Context: an optimization exercise on an open-source flow, tuned for small area, a short achievable clock period and few clock cycles per item. The choices shown serve that exercise and are no tape-out recipe. The RTL was checked by simulation tests, not by an equivalence proof against the original design.

## cordic_sqrt_seq
module cordic_sqrt_seq (
 input         rstx,
 input         clk,
 input         start,
 input  [15:0] din,
 output        busy,
 output [15:0] dout
);
reg  [4:0] cnt;
wire [4:0] ncnt = start ? 5'd1 :
                  ((cnt == 5'd17) || (cnt == 5'd0)) ? 5'd0 : cnt + 5'd1;
always @(posedge clk or negedge rstx)
  if (!rstx) cnt <= 5'd0;
  else       cnt <= ncnt;
assign busy = (cnt != 5'd0);
reg [7:0] selx_n;   
reg [7:0] sely_n;   
reg       mm_n;     
reg       cord_n;   
reg       yx_n;     
always @(*) begin
  sely_n = 8'b00000001;
  case (ncnt)
  5'd1: sely_n = 8'b00000001;
  5'd2: sely_n = 8'b00000010;
  5'd3: sely_n = 8'b00000100;
  5'd4: sely_n = 8'b00001000;
  5'd5: sely_n = 8'b00001000;
  5'd6: sely_n = 8'b00010000;
  5'd7: sely_n = 8'b00100000;
  5'd8: sely_n = 8'b01000000;
  5'd9: sely_n = 8'b10000000;
  default: sely_n = 8'b00000001;
  endcase
  mm_n = 1'b0;
  case (ncnt)
  5'd10: begin selx_n = 8'b00000001; mm_n = 1'b0; end
  5'd11: begin selx_n = 8'b00000100; mm_n = 1'b1; end
  5'd12: begin selx_n = 8'b00001000; mm_n = 1'b1; end
  5'd13: begin selx_n = 8'b00000100; mm_n = 1'b0; end
  5'd14: begin selx_n = 8'b00000010; mm_n = 1'b0; end
  5'd15: begin selx_n = 8'b00000010; mm_n = 1'b1; end
  5'd16: begin selx_n = 8'b00000010; mm_n = 1'b1; end
  5'd17: begin selx_n = 8'b00000010; mm_n = 1'b0; end
  default: selx_n = sely_n;
  endcase
  cord_n = (ncnt != 5'd0) && (ncnt <= 5'd9);
  yx_n   = (ncnt >= 5'd9);
end
reg [7:0] selx, sely;
reg       cord, yx, rnd;
always @(posedge clk) begin
  selx <= selx_n;
  sely <= sely_n;
  cord <= cord_n;
  yx   <= yx_n;
  rnd  <= (ncnt == 5'd11);
end
reg  [20:0] X;
reg  [20:0] Y;
wire [28:0] yext = {{8{Y[20]}}, Y};
wire [28:0] xext = {8'd0, X};
reg  [20:0] ysh, xsh;
integer i, k;
always @(*) begin
  for (i = 0; i < 21; i = i + 1) begin
    ysh[i] = 1'b0;
    xsh[i] = 1'b0;
    for (k = 0; k < 8; k = k + 1) begin
      ysh[i] = ysh[i] | (selx[k] & yext[i + k + 1]);
      xsh[i] = xsh[i] | (sely[k] & xext[i + k + 1]);
    end
  end
  ysh[18] = ysh[18] | rnd;
end
reg         mx, cx, my;
wire [20:0] xsum, ysum;
pfx_add #(.W(21)) u_xadd (.a(X), .b(ysh ^ {21{mx}}), .ci(cx), .s(xsum));
pfx_add #(.W(21)) u_yadd (.a(Y), .b(xsh ^ {21{my}}), .ci(my), .s(ysum));
wire [20:0] x0 = {{1'b0, din} + 17'h02000, 4'd0};
wire [20:0] y0 = {{1'b0, din} - 17'h02000, 4'd0};
  ...
Settings: LEC_CHECK=0, CAP_MARGIN=20, CORE_MARGIN=2, CORE_UTILIZATION=40, CTS_BUF_LIST=sky130_fd_sc_hd__clkbuf_8, SETUP_SLACK_MARGIN=2.5, SLEW_MARGIN=20; clock period 6.0 ns.
standard.sh (not shown) runs the stock make flow with config.mk's settings and CLKGATE_MAP_FILE= SYNTH_SCRIPT=/design/flow/synth_recipe.tcl, a recipe that flattens the netlist after the stock synthesis.
==> flow/flow/run.sh <==
#!/bin/bash
# Standard layout, with the port buffers made of buf_1 cells instead of the default.
set -euo pipefail
bash standard.sh "BUFFER_PORTS_ARGS=-buffer_cell sky130_fd_sc_hd__buf_1" finish > standard_flow.log 2>&1
The first run completed with no timing, DRC or antenna violations.
Testbench counts at the start, summed over its fixed seeds: cycles 144,000, items 8,000.
Next try:
Settings changed: GPL_ROUTABILITY_DRIVEN from default to 0, SETUP_SLACK_MARGIN 2.5 to 2.2.
Effect: Global-route usage decreases by 1.9 points; non-clock buffer count drops by 56; area after synthesis is unchanged; setup slack degrades by 69 ps; cell count goes down by 5.1%; routed wire length came out lower by 8.3%; worst hold slack barely changes; final area is lower by 7.0%; via count went down by 4.4%.
Next try:
==> flow/run.sh (new file) <==
#!/bin/bash
# synth_recipe.tcl (not shown) runs the flow's synth.tcl, then flattens the netlist and writes it again
# the make line also repeats each setting of config.mk as NAME=value (left out here)
make -C /OpenROAD-flow-scripts/flow DESIGN_CONFIG=/design/flow/config.mk WORK_HOME=/design/flow/orfs CLKGATE_MAP_FILE= SYNTH_SCRIPT=/design/flow/synth_recipe.tcl finish
Settings changed: CTS_BUF_LIST sky130_fd_sc_hd__clkbuf_8 to default, GPL_ROUTABILITY_DRIVEN 0 to default, SETUP_SLACK_MARGIN 2.2 to default.
removed: flow/flow/run.sh
removed: flow/standard.sh
The changed run ran to the end with no violations.
Non-clock buffer count is lower by 32.
Via count is lower by 0.93%.
Register-to-register slack gets worse by 420 ps.
Hold slack gets worse by 8.2 ps.
Setup slack gets worse by 420 ps.
Design area is lower by 0.78%.
Die area is unchanged.
Critical path depth is higher by 1.
Global-route usage is lower by 0.22 points.
Wire length is lower by 0.38%.
Clock skew is lower by 8.7 ps.

========
build 80:
The RTL this note starts from:
==> flow/design.v <==
module mult(
 clk,
 rstx,
 mcand_is_signed,
 mlier_is_signed,
 start,
 mcand,
 mlier,
 prod,
 busy
);
parameter BW_CNT = 3,    
          BW_MCAND = 3,
          BW_MLIER = 4;
input                          clk;
input                          rstx;
input                          mcand_is_signed;
input                          mlier_is_signed;
input                          start;
input           [BW_MCAND-1:0] mcand;
input           [BW_MLIER-1:0] mlier;
output [BW_MCAND+BW_MLIER-1:0] prod;
output                         busy;
reg [BW_CNT-1:0] cnt;
wire cnt_eq_0 = (cnt == {BW_CNT{1'b0}});
always @(posedge clk or negedge rstx)
  if (~rstx)         cnt <= {BW_CNT{1'b0}};
  else if (start)    cnt <= BW_MLIER;
  else if (cnt_eq_0) cnt <= {BW_CNT{1'b0}};
  else               cnt <= cnt - {{(BW_CNT-1){1'b0}}, 1'd1};
wire cnt_eq_1 = (cnt == {{(BW_CNT-1){1'b0}}, 1'd1});
assign busy = ~cnt_eq_0;
wire last_stage_1 = cnt_eq_1 & mlier_is_signed;
reg [BW_MCAND+BW_MLIER-1:0] prod;
wire [BW_MCAND-1:0] prod1 = (prod[0] ? mcand : {BW_MCAND{1'b0}});
wire [BW_MCAND:0] sum = {   cnt_eq_1
                          ? mcand_is_signed | mlier_is_signed
                          : 1'b0
                        , prod[BW_MCAND+BW_MLIER-1:BW_MLIER] }
                      + { 1'b0
                        ,   {BW_MCAND{last_stage_1}}
                          ^ { prod1[BW_MCAND-1] ^ mcand_is_signed
                            , prod1[BW_MCAND-2:0] } }
                      + {{BW_MCAND{1'b0}}, last_stage_1};
always @(posedge clk or negedge rstx)
  if (~rstx)          prod <= {(BW_MCAND+BW_MLIER){1'b0}};
  else if (start)     prod <= {mcand_is_signed, {(BW_MCAND-1){1'b0}}, mlier};
  else if (~cnt_eq_0) prod <= {sum, prod[BW_MLIER-1:1]};
endmodule
module cordic_sqrt_seq (
 input         rstx,
 input         clk,
 input         start,
 input  [15:0] din,
 output        busy,
 output [15:0] dout
);
reg  [4:0] cnt;
wire [4:0] ncnt = start ? 5'd1 :
                  ((cnt == 5'd17) || (cnt == 5'd0)) ? 5'd0 : cnt + 5'd1;
always @(posedge clk or negedge rstx)
  if (!rstx) cnt <= 5'd0;
  else       cnt <= ncnt;
assign busy = (cnt != 5'd0);
reg [7:0] selx_n;   
reg [7:0] sely_n;   
reg       mm_n;     
reg       cord_n;   
reg       yx_n;     
always @(*) begin
  sely_n = 8'b00000001;
  case (ncnt)
  5'd1: sely_n = 8'b00000001;
  5'd2: sely_n = 8'b00000010;
  5'd3: sely_n = 8'b00000100;
  5'd4: sely_n = 8'b00001000;
  5'd5: sely_n = 8'b00001000;
  5'd6: sely_n = 8'b00010000;
  5'd7: sely_n = 8'b00100000;
  5'd8: sely_n = 8'b01000000;
  5'd9: sely_n = 8'b10000000;
  default: sely_n = 8'b00000001;
  endcase
  mm_n = 1'b0;
  case (ncnt)
  5'd10: begin selx_n = 8'b00000001; mm_n = 1'b0; end
  5'd11: begin selx_n = 8'b00000100; mm_n = 1'b1; end
  5'd12: begin selx_n = 8'b00001000; mm_n = 1'b1; end
  5'd13: begin selx_n = 8'b00000100; mm_n = 1'b0; end
  5'd14: begin selx_n = 8'b00000010; mm_n = 1'b0; end
  5'd15: begin selx_n = 8'b00000010; mm_n = 1'b1; end
  5'd16: begin selx_n = 8'b00000010; mm_n = 1'b1; end
  5'd17: begin selx_n = 8'b00000010; mm_n = 1'b0; end
  default: selx_n = sely_n;
  endcase
  cord_n = (ncnt != 5'd0) && (ncnt <= 5'd9);
  yx_n   = (ncnt >= 5'd9);
end
reg [7:0] selx, sely;
reg       cord, yx, rnd;
always @(posedge clk) begin
  selx <= selx_n;
  sely <= sely_n;
  cord <= cord_n;
  yx   <= yx_n;
  rnd  <= (ncnt == 5'd11);
end
reg  [20:0] X;
reg  [20:0] Y;
wire [28:0] yext = {{8{Y[20]}}, Y};
wire [28:0] xext = {8'd0, X};
reg  [20:0] ysh, xsh;
integer i, k;
always @(*) begin
  for (i = 0; i < 21; i = i + 1) begin
    ysh[i] = 1'b0;
    xsh[i] = 1'b0;
    for (k = 0; k < 8; k = k + 1) begin
      ysh[i] = ysh[i] | (selx[k] & yext[i + k + 1]);
      xsh[i] = xsh[i] | (sely[k] & xext[i + k + 1]);
    end
  end
  ysh[18] = ysh[18] | rnd;
end
reg         mx, cx, my;
wire [20:0] xsum, ysum;
pfx_add #(.W(21)) u_xadd (.a(X), .b(ysh ^ {21{mx}}), .ci(cx), .s(xsum));
pfx_add #(.W(21)) u_yadd (.a(Y), .b(xsh ^ {21{my}}), .ci(my), .s(ysum));
wire [20:0] x0 = {{1'b0, din} + 17'h02000, 4'd0};
wire [20:0] y0 = {{1'b0, din} - 17'h02000, 4'd0};
wire        ny_pos = start ? ~y0[20] : busy ? ~(yx ? xsum[20] : ysum[20]) : ~Y[20];
always @(posedge clk) begin
  mx <= cord_n ? ny_pos : mm_n;
  cx <= cord_n & ny_pos;
  my <= ny_pos;
end
always @(posedge clk)
  if (start) begin
    X <= x0;
    Y <= y0;
  end else if (busy) begin
    if (cord) X <= xsum;
    Y <= yx ? xsum : ysum;
  end
assign dout = Y[19:4];
endmodule
module pfx_add #(parameter W = 21) (
 input  [W-1:0] a,
 input  [W-1:0] b,
 input          ci,
 output [W-1:0] s
);
wire [W-1:0] p0 = a ^ b;
reg  [W:0]   g, p, gn, pn;
integer i, d;
always @(*) begin
  g = {a & b, ci};
  p = {p0, 1'b0};
  for (d = 1; d < W + 1; d = d * 2) begin
    gn = g;
    pn = p;
    for (i = d; i < W + 1; i = i + 1) begin
      gn[i] = g[i] | (p[i] & g[i - d]);
      pn[i] = p[i] & p[i - d];
    end
    g = gn;
    p = pn;
  end
end
assign s = p0 ^ g[W-1:0];
endmodule
make LEC_CHECK=0 ABC_AREA=1 CAP_MARGIN=20 CORE_MARGIN=2 CORE_UTILIZATION=40 SLEW_MARGIN=20 finish   # period 6.0 ns
run.sh (not shown) runs the stock make flow with config.mk's settings and CLKGATE_MAP_FILE= SYNTH_SCRIPT=/design/flow/synth_recipe.tcl, a recipe that flattens the netlist after the stock synthesis.
Stock flow here: none of the scripts above is used.
Testbench counts of build 80, summed over its fixed seeds: cycles 144,000, items 8,000.
Input-level comparison between build 63 and build 80:
Settings: CTS_BUF_LIST newly set to sky130_fd_sc_hd__clkbuf_8; SETUP_SLACK_MARGIN newly set to 2.3; ABC_AREA removed (was 1).
==> flow/flow/run.sh (new file) <==
#!/bin/bash
# Standard layout, with the port buffers made of buf_1 cells instead of the default.
set -euo pipefail
bash standard.sh "BUFFER_PORTS_ARGS=-buffer_cell sky130_fd_sc_hd__buf_1" finish > standard_flow.log 2>&1
==> flow/standard.sh (new file) <==
#!/bin/bash
# synth_recipe.tcl (not shown) runs the flow's synth.tcl, then flattens the netlist and writes it again
# the make line also repeats each setting of config.mk as NAME=value (left out here)
make -C /OpenROAD-flow-scripts/flow DESIGN_CONFIG=/design/flow/config.mk WORK_HOME=/design/flow/orfs CLKGATE_MAP_FILE= SYNTH_SCRIPT=/design/flow/synth_recipe.tcl "${@:-finish}"
removed: flow/run.sh
Notes after the runs:
- Minimum clock period: build 63 vs build 80 down 0.25 ns
- Build 63 ended up with compound AO/OA/AOI/OAI gates as its largest family of logic cells by synthesized area; build 80 ended up with simple AND/OR/NAND/NOR gates.
- Diff build 80 and build 63: sequential share of layout area higher in build 63
- Build 63 ended with more clock skew than build 80.
#### Input delta (build 97 over build 63)
Settings: SETUP_SLACK_MARGIN now 2.9, was 2.3; CTS_BUF_LIST no longer set, was sky130_fd_sc_hd__clkbuf_8.
==> flow/run.sh (new file) <==
#!/bin/bash
# synth_recipe.tcl (not shown) runs the flow's synth.tcl, then flattens the netlist and writes it again
# the make line also repeats each setting of config.mk as NAME=value (left out here)
make -C /OpenROAD-flow-scripts/flow DESIGN_CONFIG=/design/flow/config.mk WORK_HOME=/design/flow/orfs CLKGATE_MAP_FILE= SYNTH_SCRIPT=/design/flow/synth_recipe.tcl finish
removed: flow/flow/run.sh
removed: flow/standard.sh
==> comparison <==
[compare] base=build 63 new=build 97: critical path depth went down by 4, synthesis-to-layout area growth went up by 21 points, number of filler instances in the final layout went down by 153.

re-timing with driven ports:
The flow's constraints put no driver on any port. The routed layouts listed below were extracted and timed again, unchanged, in two steps. Step 1 assumes that a clkbuf_16 drives the clock port and a buf_2 every other input. Step 2, shift: input delay + t, output delay - t, t = (earliest + latest rising clock arrival at the registers) / 2. This alone moves slack from input paths to output paths. Slacks: ideal ports / drivers / drivers and shift; pairs: ideal ports / drivers.
| run | shift t [ns] | setup slack, ns | clock arrival spread, ns | worst register clock-pin slew, ns |
|---|---|---|---|---|
| the first run of note 1 | 0.409 | 2.398 / 2.398 / 2.267 | 0.010 / 0.009 | 0.08 / 0.08 |
| the second run of note 1 | 0.403 | 2.329 / 2.329 / 2.229 | 0.016 / 0.016 | 0.09 / 0.09 |
| the third run of note 1 | 0.388 | 1.910 / 1.910 / 1.910 | 0.008 / 0.007 | 0.06 / 0.06 |
| build 80 | 0.377 | 2.120 / 2.120 / 1.972 | 0.006 / 0.006 | 0.06 / 0.06 |
| build 63 | 0.409 | 2.375 / 2.375 / 2.314 | 0.011 / 0.011 | 0.08 / 0.08 |
| build 97 | 0.376 | 2.420 / 2.420 / 2.420 | 0.011 / 0.011 | 0.06 / 0.06 |
After both steps every run listed still meets setup and hold. The setup slack of build 80, which loses most, moves by 0.000 ns with the drivers and by -0.148 ns with both steps.
